From an optimization exercise on the open Yosys and OpenROAD flow, aimed at small area, a short achievable clock period and few clock cycles; shortcuts taken in it are not production practice.

==> branch fjord <==
==> flow/design.v <==
`timescale 1ns / 1ps
module top(
input clk,
input reset,
input start,
input signed [1:0] wrdata,
input signed [15:0] b12_wrdata,
input signed [15:0] b23_wrdata,
input [4:0] wr_b12addr,
input [8:0] wraddr,
input [3:0] wr_b23addr,
input we_data,
input we_b12,
input b23_we,
output [12:0] w12_rdaddr,
input signed [15:0] w12_rddata,
output [7:0] w23_rdaddr,
input signed [15:0] w23_rddata,
output reg done,
output reg [9:0] onehot_enc
);
genvar gi;
integer j, k;
reg wv_img, wv_b12, wv_b23;
reg [7:0] wa;
reg [15:0] wd;
always @(posedge clk) begin
  wv_img <= we_data;
  wv_b12 <= we_b12;
  wv_b23 <= b23_we;
  wa <= we_data ? wraddr[7:0] : (we_b12 ? {3'b0, wr_b12addr[0], wr_b12addr[4:1]} : {4'b0, wr_b23addr});
  wd <= we_data ? {{14{wrdata[1]}}, wrdata} : (we_b12 ? b12_wrdata : b23_wrdata);
end
wire [511:0] imgv;
reg [15:0] b12e [0:9];    
reg [15:0] b12o [0:9];
generate for (gi = 0; gi < 256; gi = gi + 1) begin : g_img
  reg [1:0] px;
  always @(posedge clk)
    if (wv_img && wa == gi) px <= wd[1:0];
  assign imgv[2*gi+1:2*gi] = px;
end endgenerate
function [3:0] enc16(input [15:0] oh);
  integer q;
  begin
    enc16 = 4'd0;
    for (q = 0; q < 16; q = q + 1)
      if (oh[q]) enc16 = enc16 | q[3:0];
  end
endfunction
function [15:0] lowest16(input [15:0] v);
  reg [15:0] below;
  integer q, d;
  begin
    below = {v[14:0], 1'b0};
    for (d = 1; d < 16; d = d * 2)
      for (q = 15; q >= 0; q = q - 1)
        if (q >= d) below[q] = below[q] | below[q-d];
    lowest16 = v & ~below;
  end
endfunction
function amo16(input [15:0] v);
  reg [7:0] a1, o1;
  reg [3:0] a2, o2;
  reg [1:0] a3, o3;
  integer q;
  begin
    for (q = 0; q < 8; q = q + 1) begin
      a1[q] = ~(v[2*q] & v[2*q+1]);
      o1[q] = v[2*q] | v[2*q+1];
    end
    for (q = 0; q < 4; q = q + 1) begin
      a2[q] = a1[2*q] & a1[2*q+1] & ~(o1[2*q] & o1[2*q+1]);
      o2[q] = o1[2*q] | o1[2*q+1];
    end
    for (q = 0; q < 2; q = q + 1) begin
      a3[q] = a2[2*q] & a2[2*q+1] & ~(o2[2*q] & o2[2*q+1]);
      o3[q] = o2[2*q] | o2[2*q+1];
    end
    amo16 = a3[0] & a3[1] & ~(o3[0] & o3[1]);
  end
endfunction
function sgt32(input [31:0] a, input [31:0] b);
  reg [31:0] g, e;
  reg [31:0] ng, ne;
  integer q, w;
  begin
    g = a & ~b;
    e = ~(a ^ b);
    g[31] = ~a[31] & b[31];
    for (w = 1; w < 32; w = w * 2) begin
      ng = g;
      ne = e;
      for (q = 0; q < 32; q = q + 2 * w)
        if (q + w < 32) begin
          ng[q] = g[q+w] | (e[q+w] & g[q]);
          ne[q] = e[q+w] & e[q];
        end
      g = ng;
      e = ne;
    end
    sgt32 = g[0];
  end
endfunction
function [32:0] ksadd(input [31:0] a, input [31:0] b, input cin);
  reg [31:0] g, p, gg, pp, ng, np;
  integer q, d, src;
  begin
    p = a ^ b;
    g = a & b;
    g[0] = g[0] | (p[0] & cin);
    gg = g;
    pp = p;
    for (d = 1; d < 32; d = d * 2) begin
      ng = gg;
      np = pp;
      for (q = 0; q < 32; q = q + 1)
        if ((q / d) % 2 == 1) begin
          src = (q / d) * d - 1;
          ng[q] = gg[q] | (pp[q] & gg[src]);
          np[q] = pp[q] & pp[src];
        end
      gg = ng;
      pp = np;
    end
    ksadd = {gg[31], p ^ {gg[30:0], cin}};
  end
endfunction
function [15:0] relu16(input [15:0] s);
  relu16 = s[15] ? {{3{1'b1}}, s[15:3]} : s;
endfunction
reg factive;       
reg [4:0] fh;      
reg ffirst;        
reg [15:0] goh;    
reg [31:0] rem;    
reg outstanding;   
reg start_q;
always @(posedge clk) start_q <= start & ~reset;
wire [15:0] gnext = {goh[14:0], goh[15]};
reg [31:0] gnx_data;
always @* begin
  gnx_data = 32'd0;
  for (j = 0; j < 16; j = j + 1)
    gnx_data = gnx_data | ({32{gnext[j]}} & imgv[32*j +: 32]);
end
wire [15:0] nzr;
wire [15:0] low;
wire [31:0] low2;
generate for (gi = 0; gi < 16; gi = gi + 1) begin : g_nzr
  assign nzr[gi] = rem[2*gi] | rem[2*gi+1];
  assign low2[2*gi+1:2*gi] = {2{low[gi]}};
end endgenerate
assign low = lowest16(nzr);
wire lig = amo16(nzr);                  
wire [3:0] pidx = enc16(low);
wire [3:0] grp = enc16(goh);
reg [1:0] xv;
always @* begin
  xv = 2'b00;
  for (j = 0; j < 16; j = j + 1)
    xv = xv | ({2{low[j]}} & rem[2*j +: 2]);
end
wire tok_last = lig & goh[15];          
wire bnv_ok;                            
wire bhit;                              
wire emit = factive & ~(tok_last & outstanding) & ~(ffirst & ~bnv_ok);
wire take;                              
always @(posedge clk) begin
  if (start_q) begin
    goh <= 16'd1;
    rem <= imgv[31:0];
  end else if (emit) begin
    if (lig) begin
      goh <= gnext;
      rem <= gnx_data;
    end else
      rem <= rem & ~low2;
  end
end
always @(posedge clk) begin
  if (reset) begin
    factive <= 1'b0;
  end else if (start_q) begin
    factive <= 1'b1;
    fh <= 5'd0;
    ffirst <= 1'b1;
  end else if (emit) begin
    ffirst <= tok_last;
    if (tok_last) begin
      fh <= fh + 5'd1;
      if (fh == 5'd19) factive <= 1'b0;
    end
  end
end
always @(posedge clk) begin
  if (reset || start_q) outstanding <= 1'b0;
  else if (emit && tok_last) outstanding <= 1'b1;
  else if (take) outstanding <= 1'b0;
end
reg [12:0] a12;      
reg [15:0] bnext;    
reg bnv;             
reg [1:0] x1, x2;
reg first1, last1, first2, last2, last3;
reg [15:0] b12q;
reg [15:0] wq, acc, pending;
reg pend_v;
assign w12_rdaddr = a12;
always @(posedge clk) begin
  a12 <= {fh, grp, pidx};
  wq <= w12_rddata;
  b12q <= bnext;
  x2 <= x1;
  if (reset) begin
    x1 <= 2'b00; first1 <= 1'b0; last1 <= 1'b0;
    first2 <= 1'b0; last2 <= 1'b0; last3 <= 1'b0;
  end else begin
    x1 <= emit ? xv : 2'b00;
    first1 <= emit & ffirst;
    last1 <= emit & tok_last;
    first2 <= first1;
    last2 <= last1;
    last3 <= last2;
  end
end
wire [4:0] bp = ~factive ? 5'd0 : (ffirst ? fh : fh + 5'd1);
assign bnv_ok = bnv;
always @(posedge clk) begin
  if (reset || wv_b12 || (emit && ffirst)) bnv <= 1'b0;
  else if (~first1 && bhit) bnv <= 1'b1;
  if (~bnv && ~first1 && bhit) bnext <= bp[0] ? b12o[0] : b12e[0];
end
wire [15:0] tsel = x2[0] ? wq : {wq[14:0], 1'b0};
wire [15:0] term = (x2 == 2'b00) ? 16'd0 : (x2[1] ? ~tsel : tsel);
always @(posedge clk)
  acc <= ksadd({16'd0, first2 ? b12q : acc}, {16'd0, term}, x2[1]);
always @(posedge clk) begin
  if (last3) pending <= relu16(acc);
  if (reset || start_q) pend_v <= 1'b0;
  else if (last3) pend_v <= 1'b1;
  else if (take) pend_v <= 1'b0;
end
reg [3:0] na;         
reg busy;             
reg [1:0] kc;         
reg [4:0] fh2;        
reg [7:0] a23;
reg [15:0] cur;       
reg [5:0] chq;        
reg [4:0] chunk;
reg vB, initB, finalB, initC, finalC, finalD;
reg [1:0] kB, kC;
reg [19:0] prodq;
reg [31:0] accr [0:9];
reg [31:0] best;
assign w23_rdaddr = a23;
wire wrap = (na == 4'd9);
wire [3:0] na_n = wrap ? 4'd0 : na + 4'd1;
wire cont = busy && (kc != 2'd3);
assign take = wrap && !cont && pend_v;
wire [4:0] fh2_t = take ? fh2 + 5'd1 : fh2;
always @(posedge clk) begin
  if (reset) na <= 4'd0;
  else na <= na_n;
  fh2 <= (reset || start_q) ? 5'd31 : fh2_t;
  a23 <= wrap ? {3'b0, fh2_t} : a23 + 8'd20;
  if (reset || start_q) begin
    busy <= 1'b0;
  end else if (wrap) begin
    if (cont) kc <= kc + 2'd1;
    else if (pend_v) begin busy <= 1'b1; kc <= 2'd0; end
    else busy <= 1'b0;
  end
  if (busy && kc == 2'd0 && na == 4'd0) begin
    cur <= pending;
  end
end
always @* begin
  case (kc)
    2'd0: chunk = {w23_rddata[3:0], 1'b0};
    2'd1: chunk = w23_rddata[7:3];
    2'd2: chunk = w23_rddata[11:7];
    default: chunk = w23_rddata[15:11];
  endcase
end
always @(posedge clk) begin
  chq <= {bsel(chunk[4:2]), bsel(chunk[2:0])};
  kB <= kc;
  if (reset) begin
    vB <= 1'b0; initB <= 1'b0; finalB <= 1'b0;
  end else begin
    vB <= busy;
    initB <= busy && fh2 == 5'd0 && kc == 2'd0;
    finalB <= busy && fh2 == 5'd19 && kc == 2'd3;
  end
end
function [19:0] booth2(input [15:0] a, input [5:0] d);
  reg [17:0] ae, p0, p1;
  reg [19:0] o0, o1, o2, sv, cv;
  reg [32:0] sum;
  begin
    ae = {{2{a[15]}}, a};
    p0 = ({18{d[0]}} & ae) | ({18{d[1]}} & {ae[16:0], 1'b0});
    p1 = ({18{d[3]}} & ae) | ({18{d[4]}} & {ae[16:0], 1'b0});
    if (d[2]) p0 = ~p0;
    if (d[5]) p1 = ~p1;
    o0 = {{2{p0[17]}}, p0};
    o1 = {p1, 1'b0, d[2]};
    sv = o0 ^ o1;
    cv = o0 & o1;
    sum = ksadd({12'd0, sv}, {12'd0, cv[18:0], 1'b0} | {29'd0, d[5], 2'b00}, 1'b0);
    booth2 = sum[19:0];
  end
endfunction
function [2:0] bsel(input [2:0] c);
  bsel = {c[2], (c[2] & ~c[1] & ~c[0]) | (~c[2] & c[1] & c[0]), c[1] ^ c[0]};
endfunction
always @(posedge clk) begin
  prodq <= vB ? booth2(cur, chq) : 20'd0;
  kC <= kB;
  if (reset) begin
    initC <= 1'b0; finalC <= 1'b0;
  end else begin
    initC <= initB;
    finalC <= finalB;
  end
end
reg [15:0] b23r [0:9];
reg [9:0] wrot;
always @(posedge clk)
  if (reset) wrot <= 10'd2;
  else wrot <= {wrot[0], wrot[9:1]};
reg [9:0] wdec, wsel;
always @* begin
  for (j = 0; j < 10; j = j + 1)
    wdec[j] = (wa[3:0] == j);
  for (j = 0; j < 10; j = j + 1) begin
    wsel[j] = 1'b0;
    for (k = 0; k < 10; k = k + 1)
      wsel[j] = wsel[j] | (wdec[k] & wrot[(j - k + 10) % 10]);
  end
end
always @(posedge clk)
  for (j = 0; j < 10; j = j + 1) begin
    b23r[j] <= (wv_b23 & wsel[j]) ? wd : b23r[(j + 1) % 10];
    b12e[j] <= (wv_b12 & ~wa[4] & wsel[j]) ? wd : b12e[(j + 1) % 10];
    b12o[j] <= (wv_b12 & wa[4] & wsel[j]) ? wd : b12o[(j + 1) % 10];
  end
wire [3:0] nhead = (na >= 4'd2) ? na - 4'd2 : na + 4'd8;
assign bhit = (nhead == bp[4:1]);
wire [31:0] addA = initC ? {{6{b23r[0][15]}}, b23r[0], 10'd0} : accr[0];
wire [31:0] pext = {{12{prodq[19]}}, prodq};
wire [31:0] addB = pext << {kC, 2'b00};
wire [32:0] sum_c = ksadd(addA, addB, 1'b0);
always @(posedge clk) begin
  for (j = 0; j < 9; j = j + 1) accr[j] <= accr[j+1];
  accr[9] <= sum_c[31:0];
end
wire [3:0] nD = (na >= 4'd3) ? na - 4'd3 : na + 4'd7;
wire [31:0] fo = {accr[9][31:3], accr[9][2:0] & {3{~accr[9][31]}}};
wire gt = sgt32(fo, best);
always @(posedge clk) begin
  if (reset) finalD <= 1'b0;
  else finalD <= finalC;
  if (reset || start) done <= 1'b0;
  else if (finalD) begin
    if (nD == 4'd0 || gt) begin
      best <= fo;
      onehot_enc <= 10'd1 << nD;
    end
    if (nD == 4'd9) done <= 1'b1;
  end
end
endmodule
==> flow/flow/run.sh <==
#!/bin/bash
set -euo pipefail
MARGIN=6.5
sed "s/ CLKGATE_MAP_FILE= / CLKGATE_MAP_FILE= SETUP_SLACK_MARGIN=$MARGIN /" standard.sh > standard_margin.sh
grep -q "SETUP_SLACK_MARGIN=$MARGIN" standard_margin.sh
bash standard_margin.sh > standard_margin.log 2>&1
==> flow/standard.sh <==
#!/bin/bash
# synth_recipe.tcl (not shown) runs the flow's synth.tcl, then flattens the netlist and writes it again
# the make line also repeats each setting of config.mk as NAME=value (left out here)
make -C /OpenROAD-flow-scripts/flow DESIGN_CONFIG=/design/flow/config.mk WORK_HOME=/design/flow/orfs CLKGATE_MAP_FILE= SYNTH_SCRIPT=/design/flow/synth_recipe.tcl "${@:-finish}"
==> flow/config.mk <==
export PLATFORM = sky130hd
export DESIGN_NAME = top
export DESIGN_NICKNAME = top
export VERILOG_FILES = /design/flow/design.v
export SDC_FILE = /design/flow/constraint.sdc
export NUM_CORES = 4
export LEC_CHECK = 0
export CAP_MARGIN = 20
export CORE_MARGIN = 2
export CORE_UTILIZATION = 55
export CTS_BUF_LIST = sky130_fd_sc_hd__clkbuf_16
export CTS_CLUSTER_DIAMETER = 90
export CTS_CLUSTER_SIZE = 26
export PLACE_DENSITY = 0.6
export SLEW_MARGIN = 20
==> flow/constraint.sdc <==
create_clock -name core_clock -period 10.0 [get_ports {clk}]
set_input_delay 2.0000 -clock core_clock [delete_from_list [all_inputs] [get_ports {clk}]]
set_output_delay 2.0000 -clock core_clock [all_outputs]
set_load 0.01 [all_outputs]
==> inputs of branch maple, as changes to branch fjord <==
--- a/flow/design.v
+++ b/flow/design.v
@@ -30,3 +30,3 @@
   wv_b23 <= b23_we;
-  wa <= we_data ? wraddr[7:0] : (we_b12 ? {3'b0, wr_b12addr[0], wr_b12addr[4:1]} : {4'b0, wr_b23addr});
+  wa <= we_data ? wraddr[7:0] : (we_b12 ? {3'b0, wr_b12addr} : {4'b0, wr_b23addr});
   wd <= we_data ? {{14{wrdata[1]}}, wrdata} : (we_b12 ? b12_wrdata : b23_wrdata);
@@ -34,4 +34,2 @@
 wire [511:0] imgv;
-reg [15:0] b12e [0:9];    
-reg [15:0] b12o [0:9];
 generate for (gi = 0; gi < 256; gi = gi + 1) begin : g_img
@@ -42,2 +40,9 @@
 end endgenerate
+wire [319:0] b12v;
+generate for (gi = 0; gi < 20; gi = gi + 1) begin : g_b12
+  reg [15:0] e;
+  always @(posedge clk)
+    if (wv_b12 && wa[4:0] == gi) e <= wd;
+  assign b12v[16*gi+15:16*gi] = e;
+end endgenerate
 function [3:0] enc16(input [15:0] oh);
@@ -106,3 +111,3 @@
   reg [31:0] g, p, gg, pp, ng, np;
-  integer q, d, src;
+  integer q, d;
   begin
@@ -117,6 +122,5 @@
       for (q = 0; q < 32; q = q + 1)
-        if ((q / d) % 2 == 1) begin
-          src = (q / d) * d - 1;
-          ng[q] = gg[q] | (pp[q] & gg[src]);
-          np[q] = pp[q] & pp[src];
+        if (q >= d) begin
+          ng[q] = gg[q] | (pp[q] & gg[q-d]);
+          np[q] = pp[q] & pp[q-d];
         end
@@ -131,2 +135,5 @@
 endfunction
+function [31:0] relu32(input [31:0] s);
+  relu32 = s[31] ? {{3{1'b1}}, s[31:3]} : s;
+endfunction
 reg factive;       
@@ -164,5 +171,3 @@
 wire tok_last = lig & goh[15];          
-wire bnv_ok;                            
-wire bhit;                              
-wire emit = factive & ~(tok_last & outstanding) & ~(ffirst & ~bnv_ok);
+wire emit = factive & ~(tok_last & outstanding);
 wire take;                              
@@ -201,4 +206,3 @@
 reg [12:0] a12;      
-reg [15:0] bnext;    
-reg bnv;             
+reg [4:0] hp;        
 reg [1:0] x1, x2;
@@ -212,3 +216,4 @@
   wq <= w12_rddata;
-  b12q <= bnext;
+  if (emit) hp <= fh;
+  b12q <= b12v[16*hp +: 16];
   x2 <= x1;
@@ -226,9 +231,2 @@
 end
-wire [4:0] bp = ~factive ? 5'd0 : (ffirst ? fh : fh + 5'd1);
-assign bnv_ok = bnv;
-always @(posedge clk) begin
-  if (reset || wv_b12 || (emit && ffirst)) bnv <= 1'b0;
-  else if (~first1 && bhit) bnv <= 1'b1;
-  if (~bnv && ~first1 && bhit) bnext <= bp[0] ? b12o[0] : b12e[0];
-end
 wire [15:0] tsel = x2[0] ? wq : {wq[14:0], 1'b0};
@@ -249,4 +247,4 @@
 reg [15:0] cur;       
-reg [5:0] chq;        
-reg [4:0] chunk;
+reg [3:0] chq;
+reg [17:0] cur3;      
 reg vB, initB, finalB, initC, finalC, finalD;
@@ -262,2 +260,5 @@
 wire [4:0] fh2_t = take ? fh2 + 5'd1 : fh2;
+function [7:0] times20(input [3:0] n);
+  times20 = {n, 4'b0} + {2'b0, n, 2'b0};
+endfunction
 always @(posedge clk) begin
@@ -276,14 +277,12 @@
     cur <= pending;
+    cur3 <= ksadd({{16{pending[15]}}, pending}, {{15{pending[15]}}, pending, 1'b0}, 1'b0);
   end
 end
-always @* begin
+always @(posedge clk) begin
   case (kc)
-    2'd0: chunk = {w23_rddata[3:0], 1'b0};
-    2'd1: chunk = w23_rddata[7:3];
-    2'd2: chunk = w23_rddata[11:7];
-    default: chunk = w23_rddata[15:11];
+    2'd0: chq <= w23_rddata[3:0];
+    2'd1: chq <= w23_rddata[7:4];
+    2'd2: chq <= w23_rddata[11:8];
+    default: chq <= w23_rddata[15:12];
   endcase
-end
-always @(posedge clk) begin
-  chq <= {bsel(chunk[4:2]), bsel(chunk[2:0])};
   kB <= kc;
@@ -297,25 +296,30 @@
 end
-function [19:0] booth2(input [15:0] a, input [5:0] d);
-  reg [17:0] ae, p0, p1;
-  reg [19:0] o0, o1, o2, sv, cv;
+function [19:0] mul4(input [17:0] c1, input [17:0] c3, input [3:0] ch, input sgn);
+  reg [17:0] c2, m0, m1;
+  reg [19:0] o0, o1;
+  reg neg;
   reg [32:0] sum;
   begin
-    ae = {{2{a[15]}}, a};
-    p0 = ({18{d[0]}} & ae) | ({18{d[1]}} & {ae[16:0], 1'b0});
-    p1 = ({18{d[3]}} & ae) | ({18{d[4]}} & {ae[16:0], 1'b0});
-    if (d[2]) p0 = ~p0;
-    if (d[5]) p1 = ~p1;
-    o0 = {{2{p0[17]}}, p0};
-    o1 = {p1, 1'b0, d[2]};
-    sv = o0 ^ o1;
-    cv = o0 & o1;
-    sum = ksadd({12'd0, sv}, {12'd0, cv[18:0], 1'b0} | {29'd0, d[5], 2'b00}, 1'b0);
-    booth2 = sum[19:0];
+    c2 = {c1[16:0], 1'b0};
+    case (ch[1:0])
+      2'd0: m0 = 18'd0;
+      2'd1: m0 = c1;
+      2'd2: m0 = c2;
+      default: m0 = c3;
+    endcase
+    neg = sgn & ch[3];
+    case (ch[3:2])
+      2'd0: m1 = 18'd0;
+      2'd1: m1 = c1;
+      2'd2: m1 = sgn ? ~c2 : c2;
+      default: m1 = sgn ? ~c1 : c3;
+    endcase
+    o0 = {{2{m0[17]}}, m0};
+    o1 = {m1, neg, neg};
+    sum = ksadd({12'd0, o0}, {12'd0, o1}, neg);
+    mul4 = sum[19:0];
   end
 endfunction
-function [2:0] bsel(input [2:0] c);
-  bsel = {c[2], (c[2] & ~c[1] & ~c[0]) | (~c[2] & c[1] & c[0]), c[1] ^ c[0]};
-endfunction
 always @(posedge clk) begin
-  prodq <= vB ? booth2(cur, chq) : 20'd0;
+  prodq <= vB ? mul4({{2{cur[15]}}, cur}, cur3, chq, kB == 2'd3) : 20'd0;
   kC <= kB;
@@ -341,2 +345,3 @@
       wsel[j] = wsel[j] | (wdec[k] & wrot[(j - k + 10) % 10]);
+    wsel[j] = wsel[j] & wv_b23;
   end
@@ -344,9 +349,4 @@
 always @(posedge clk)
-  for (j = 0; j < 10; j = j + 1) begin
-    b23r[j] <= (wv_b23 & wsel[j]) ? wd : b23r[(j + 1) % 10];
-    b12e[j] <= (wv_b12 & ~wa[4] & wsel[j]) ? wd : b12e[(j + 1) % 10];
-    b12o[j] <= (wv_b12 & wa[4] & wsel[j]) ? wd : b12o[(j + 1) % 10];
-  end
-wire [3:0] nhead = (na >= 4'd2) ? na - 4'd2 : na + 4'd8;
-assign bhit = (nhead == bp[4:1]);
+  for (j = 0; j < 10; j = j + 1)
+    b23r[j] <= wsel[j] ? wd : b23r[(j + 1) % 10];
 wire [31:0] addA = initC ? {{6{b23r[0][15]}}, b23r[0], 10'd0} : accr[0];
--- a/flow/config.mk
+++ b/flow/config.mk
@@ -9,7 +9,4 @@
 export CORE_MARGIN = 2
-export CORE_UTILIZATION = 55
-export CTS_BUF_LIST = sky130_fd_sc_hd__clkbuf_16
-export CTS_CLUSTER_DIAMETER = 90
-export CTS_CLUSTER_SIZE = 26
-export PLACE_DENSITY = 0.6
+export CORE_UTILIZATION = 40
+export PLACE_DENSITY = 0.45
 export SLEW_MARGIN = 20
==> flow_summary.json <==
{
  "synth_top_flop_cell": "edfxtp_1",
  "status": "timing/DRC/antenna clean",
  "multi_input_area_share_pct": 25.5,
  "wl_um": 166000,
  "fin_area_um2": 71600,
  "seq_cells": 1627,
  "avgSynthCellArea_um2": 14.1,
  "r2r-end": "accr[9][28]",
  "cts_resized": 88,
  "clock_power_share_pct": 41.7,
  "clkTransAtPathRegs_ns": 0.06
}
-- figures above: branch maple

==> flow_summary.json <==
{
  "status": "timing/DRC/antenna clean",
  "multi_input_area_share_pct": 29.3,
  "fin_area_um2": 63800,
  "synth_top_flop_cell": "dfxtp_1",
  "p_switching_mw": 2.96,
  "cts_resized": 79,
  "cts_root_buffer": "clkbuf_16",
  "clkTransAtPathRegs_ns": 0.10,
  "clock_power_share_pct": 26.2,
  "p_comb_mw": 1.39,
  "met3_usage_pct": 4.51,
  "wl_um": 138000,
  "synth_edf_count": 644,
  "cp_top_family": "simple AND/OR/NAND/NOR gates",
  "r2r-end": "b12o[3][5]"
}
-- figures above: branch fjord

Function was not checked in any run of this note: the RTL went through the layout flow alone.

re-timing with driven ports:
How much do the figures lean on ideal ports? The routed layouts below were timed once more, with nothing changed but the port constraints. Step 1 sets driving cells, clkbuf_16 on the clock port and buf_2 on the other inputs (assumed; they add their load-dependent delay and slew). Step 2 times the ports against the registers' clock, not the clock port: input delays grow and output delays shrink by t, the midpoint of the rising clock arrivals with the driver on. a / b / c = no drivers / after step 1 / after step 2; a / b = the first two.
| run | t, ns | setup WS [ns] | slew at the worst register clock pin (ns) |
|---|---|---|---|
| branch fjord | 0.743 | 6.587 / 6.567 / 6.098 | 0.11 / 0.11 |
| branch maple | 0.861 | 6.523 / 6.503 / 6.029 | 0.06 / 0.06 |
After both steps setup and hold are still met in every run listed. For branch maple, which loses most, drivers alone change the setup slack by -0.020 ns; drivers and shift together by -0.494 ns.
